This is an optimization exercise on Yosys and OpenROAD, whose aim is small area, a short achievable clock period and few clock cycles per item, not a production implementation. Function was checked by simulation only, so behaviour that the tests miss may differ from the original.

==> inputs of v18 <==
==> flow/design.v (excerpt) <==
module bbs_generator(
    input  wire CLOCK_50,
    input  wire res,
    input  wire [63:0] seed,
    output wire [9:0] LEDR,
    output reg  valid,
    output wire [63:0] x_out,
    output wire [6:0] HEX0,
    output wire [6:0] HEX1,
    output wire [6:0] HEX2,
    output wire [6:0] HEX3,
    output wire [6:0] HEX4,
    output wire [6:0] HEX5
);
    reg  [1:0]  phase;       
    reg  [30:0] a_reg, b_reg;
    reg  [30:0] s_reg, bq_reg;
    reg         ge_reg;
    reg  [23:0] counter;
    wire [63:0] sd = seed & {64{phase == 2'd0}};
    wire [30:0] a_next, b_next, s_next;
    wire [61:0] x;
    sq_mod_p sqp (.a(a_reg), .sd(sd), .r(a_next));
    sq_mod_q sqq (.b(b_reg), .sd(sd), .r(b_next));
    wire b_ge = (&b_reg[30:5]) & (b_reg[4:0] >= 5'd13);
    crt_s    crs (.a(a_reg), .b(b_reg), .s(s_next));
    crt_x    crx (.b(bq_reg), .s(s_reg), .ge(ge_reg), .x(x));
    wire corr0 = ge_reg & (&s_reg[30:1]) & ~s_reg[0];
    wire x0 = bq_reg[0] ^ s_reg[0] ^ corr0;
    wire [23:0] shown = counter + {23'd0, ~x0};
  ...
make LEC_CHECK=0 CAP_MARGIN=20 CORE_MARGIN=2 CORE_UTILIZATION=60 PLACE_DENSITY=0.7 SETUP_SLACK_MARGIN=3 SLEW_MARGIN=20 SYNTH_HIERARCHICAL=1 SYNTH_MINIMUM_KEEP_SIZE=0 finish   # period 12.0 ns
run.sh (not shown) runs the stock make flow with config.mk's settings and CLKGATE_MAP_FILE= SYNTH_SCRIPT=/design/flow/synth_recipe.tcl, a recipe that flattens the netlist after the stock synthesis.
==> inputs of v27, as changes to v18 <==
- PLACE_DENSITY: 0.7 -> not set
- SETUP_SLACK_MARGIN: 3 -> 3.25
==> comparison table <==
Detailed-routed wire length on met3: v27 22.0 mm; v18 21.6 mm
Count of placed standard cells in the final layout, fillers left out: v27 6,811; v18 6,696
Total instance count after detailed placement: v27 6,490; v18 6,474
Last weighted congestion value of the routability-driven placer: v27 1.02; v18 1.03
Required arrival time at the worst endpoint: v27 12.31 ns; v18 12.42 ns
1st-pass router iterations: v27 8; v18 5
Worst relative slew slack: v27 0.256; v18 0.325
Met2 global-route usage: v27 0.625; v18 0.603
Fraction of final layout cells sized beyond drive strength 1: v27 0.162; v18 0.128
Worst reg-to-reg path cell count: v27 29; v18 28
R2R Setup Slk: v27 3.14 ns; v18 3.04 ns
HPWL after detailed placement: v27 137 mm; v18 137 mm
Post-route met1 wirelength: v27 70.8 mm; v18 68.9 mm
Highest achievable clock rate: v27 113 MHz; v18 112 MHz
Multi-input combinational area share: v27 0.797; v18 0.812
Count of multi-input gates: v27 4,580; v18 4,579
Global-route usage over all layers: v27 0.404; v18 0.395
Measured slew at the worst slew-check pin: v27 1.12 ns; v18 1.01 ns
CP Buf/Inv Count: v27 4; v18 3
Combined flip-flop and latch cell area: v27 3910 um^2; v18 3930 um^2
Run status: v27 finished clean; v18 finished clean
Placement-stage cell area: v27 58,000 um^2; v18 57,900 um^2
Via count of the first global-routing pass: v27 45,973; v18 45,173
Critical Path AT: v27 9.18 ns; v18 9.38 ns
Testbench counts of v18, summed over its fixed seeds: cycles 216, numbers 192.
Testbench counts of v27, summed over its fixed seeds: cycles 216, numbers 192.

==> v29 <==
bbs_generator, a different RTL version from the one above (not shown whole).
clock: 12.0 ns
lec_check: 0
cap_margin: 20
core_margin: 2
core_utilization: 60
setup_slack_margin: 2.5
slew_margin: 20
synth_hierarchical: 1
synth_minimum_keep_size: 0
==> v10 (differences from v29) <==
--- a/flow/design.v
+++ b/flow/design.v
@@ -4492,23 +4492,17 @@
     gc ax_G35_0_c (.gh(ax_G35_32p), .ph(ax_P35_32), .gl(ax_G31_0), .g(ax_G35_0));
     assign ax_G[35] = ax_G35_0;
     assign ax_P[35] = 1'b0;
     wire ax_co = ax_G[35];
     wire [35:0] ax_s = ax_p ^ {ax_G[34:0], 1'b0};
     wire [35:0] L = ax_s;
     wire [4:0] m = 5'd19 - L[35:31];
     wire [5:0] lo = {1'b0, s[4:0]} - {1'b0, m};
-    wire [25:0] zeros;
-    assign zeros[0] = 1'b1;
-    genvar gi;
-    generate for (gi = 1; gi < 26; gi = gi + 1) begin : op
-        assign zeros[gi] = zeros[gi-1] & ~s[gi+4];
-    end endgenerate
-    wire [25:0] hi = s[30:5] ^ ({26{lo[5]}} & zeros);
+    wire [25:0] hi = s[30:5] - {25'd0, lo[5]};
     assign x = {hi, lo[4:0], L[30:0]};
 endmodule
 module decode_7seg(
     input [3:0] in,
     output reg [6:0] seg
 );
     always @(*) begin
         case (in)
==> results.json <==
{
  "r2r_setup_slack_ns": 2.68,
  "ff_latch_area_um2": 3840,
  "crit_path_max_fanout": 17,
  "place.gp.congestion": 1.01,
  "nFillCells": 7358,
  "synth-compound-area-share_pct": 8.85,
  "status": "complete, no violations",
  "globalRouteTotalUtil_pct": 38.9,
  "routed_wirelength_um": 178000
}
[end of results for v10]
==> results.json <==
{
  "status": "complete, no violations",
  "synth_most_common_cell": "fa_1",
  "clkTransAtPathRegs_ns": 0.08,
  "synth_ff_type": "dfrtp_1",
  "die-area_um2": 94400,
  "fin_nets": 7159,
  "io_buffers": 172,
  "required_ns": 12.40,
  "routed_wirelength_um": 176000,
  "synth_simple_gate_area_share_pct": 16.4,
  "use_met3_pct": 9.50,
  "vias": 40500,
  "place.gp.congestion": 1.02,
  "r2r_setup_slack_ns": 2.75,
  "n_tap_cell": 1186,
  "nFillCells": 7472,
  "globalRouteTotalUtil_pct": 38.9
}
[end of results for v29]
Testbench counts of v29, summed over its fixed seeds: cycles 216, numbers 192.
Testbench counts of v10, summed over its fixed seeds: cycles 216, numbers 192.

==> run B <==
Another version of the RTL of bbs_generator (not shown whole).
## bbs_generator
module bbs_generator(
    input  wire CLOCK_50,
    input  wire res,
    input  wire [63:0] seed,
    output wire [9:0] LEDR,
    output reg  valid,
    output wire [63:0] x_out,
    output wire [6:0] HEX0,
    output wire [6:0] HEX1,
    output wire [6:0] HEX2,
    output wire [6:0] HEX3,
    output wire [6:0] HEX4,
    output wire [6:0] HEX5
);
clock: 12.0 ns
lec_check: 0
cap_margin: 20
core_margin: 2
core_utilization: 70
setup_slack_margin: 2.5
slew_margin: 20
synth_hierarchical: 1
synth_minimum_keep_size: 0
==> inputs of run D, as changes to run B <==
--- a/flow/config.mk
+++ b/flow/config.mk
@@ -9,4 +9,4 @@
 export CORE_MARGIN = 2
-export CORE_UTILIZATION = 70
-export SETUP_SLACK_MARGIN = 2.5
+export CORE_UTILIZATION = 60
+export SETUP_SLACK_MARGIN = 2
 export SLEW_MARGIN = 20
==> inputs of run C, as changes to run B <==
--- a/flow/config.mk
+++ b/flow/config.mk
@@ -9,4 +9,4 @@
 export CORE_MARGIN = 2
-export CORE_UTILIZATION = 70
-export SETUP_SLACK_MARGIN = 2.5
+export CORE_UTILIZATION = 60
+export SETUP_SLACK_MARGIN = 3
 export SLEW_MARGIN = 20
==> flow_metrics.tcl <==
set metrics [dict create \
    status "finished clean" \
    stdcell_count 6341 \
    start_util_pct 70.7 \
    preCtsSetupSlack_ns 1.90 \
    clkCellAreaFrac_pct 0.956 \
    cp.depth 26 \
    multi_input_area_share_pct 82.6 \
]
That was run B.
==> flow_metrics.tcl <==
set metrics [dict create \
    status "finished clean" \
    setup_viol 0 \
    preCtsSetupSlack_ns 1.79 \
    multi_input_area_share_pct 83.6 \
    n_all_buffers 286 \
    stdcell_count 6429 \
    cp.depth 26 \
    clkCellAreaFrac_pct 1.04 \
    start_util_pct 60.6 \
]
That was run D.
==> flow_metrics.tcl <==
set metrics [dict create \
    start_util_pct 60.6 \
    stdcell_count 6700 \
    synth_top_area_share_pct 51.4 \
    status "finished clean" \
    grt_max_degree 93 \
    nClkBuffers 18 \
    cp-end-kind "output pin" \
    insertion_delay_ns 0.52 \
    cp.depth 25 \
    clkCellAreaFrac_pct 0.969 \
    yosys.cell_count.top_type "fa_1" \
    multi_input_area_share_pct 79.5 \
]
That was run C.
Testbench counts of run B, summed over its fixed seeds: cycles 216, numbers 192.
Testbench counts of run D, summed over its fixed seeds: cycles 216, numbers 192.
Testbench counts of run C, summed over its fixed seeds: cycles 216, numbers 192.

==> trial 16: inputs <==
Starting RTL as in the previous note.
make LEC_CHECK=0 CAP_MARGIN=20 CORE_MARGIN=2 CORE_UTILIZATION=60 SETUP_SLACK_MARGIN=1.5 SLEW_MARGIN=20 SYNTH_HIERARCHICAL=1 SYNTH_MINIMUM_KEEP_SIZE=0 finish   # period 12.0 ns
==> inputs of build 48, as changes to trial 16 <==
- SETUP_SLACK_MARGIN: 1.5 -> 2.5
==> out/metrics.csv <==
stage;metric;value;unit
final_layout;buffers;275;
routing;vias;39200;
final_layout;multi_input_gates;4493;
run_status;status;complete, no violations;
final_layout;filler_cell_count;7353;
routing;dr_wl_met2;77.3;mm
final_layout;regArea;0.00378;mm^2
-- figures above: trial 16

==> out/metrics.csv <==
stage;metric;value;unit
run_status;status;complete, no violations;
routing;highest_layer;met5;
logic_synthesis;synth_area_per_cell;10.6;um^2
sta;final.period_utilization;77.6;%
critical_path;r2r_cells;28;
sta;finalSetupTns;0;ns
routing;dr_wl_met2;78.6;mm
placement;dp_hpwl;134;mm
run;cap_violations;0;
final_layout;regArea;0.00381;mm^2
sta;setup_viol;0;
final_layout;multi_input_gates;4494;
-- figures above: build 48

Testbench counts of trial 16, summed over its fixed seeds: cycles 216, numbers 192.
Testbench counts of build 48, summed over its fixed seeds: cycles 216, numbers 192.

## afterwards: timing with drivers on the ports
The flow's constraints put no driver on any port. The routed layouts listed below were extracted and timed again, unchanged, in two steps. Step 1, drivers: a clkbuf_16 drives CLOCK_50 and a buf_2 each remaining input, both assumed. Step 2 adds t to the input delays and takes it off the output delays; t is the mean of the earliest and latest rising clock arrival at the registers after step 1. Input paths then give back, and output paths get back, about the clock's delay inside the block. a / b / c = ideal ports / drivers / drivers and shift; a / b = the first two.
run | shift t [ns] | setup slack, ns | worst setup path at the end | pins driven straight from the clock port
v18 | 0.558 | 3.036 / 3.036 / 2.812 | input to register | 1
v27 | 0.563 | 3.136 / 3.136 / 2.823 | input to register | 1
v29 | 0.556 | 2.747 / 2.747 / 2.469 | input to register | 1
v10 | 0.540 | 2.623 / 2.553 / 2.516 | input to register | 1
run B | 0.562 | 2.591 / 2.548 / 2.591 | register to register | 1
run D | 0.590 | 2.317 / 2.268 / 2.317 | register to register | 1
run C | 0.587 | 3.002 / 2.928 / 2.813 | input to register | 1
trial 16 | 0.589 | 1.943 / 1.939 / 1.943 | register to register | 1
build 48 | 0.591 | 2.691 / 2.617 / 2.564 | input to register | 1
After both steps every run listed still meets setup and hold. The setup slack of v27, which loses most, moves by 0.000 ns with the drivers and by -0.313 ns with both steps.
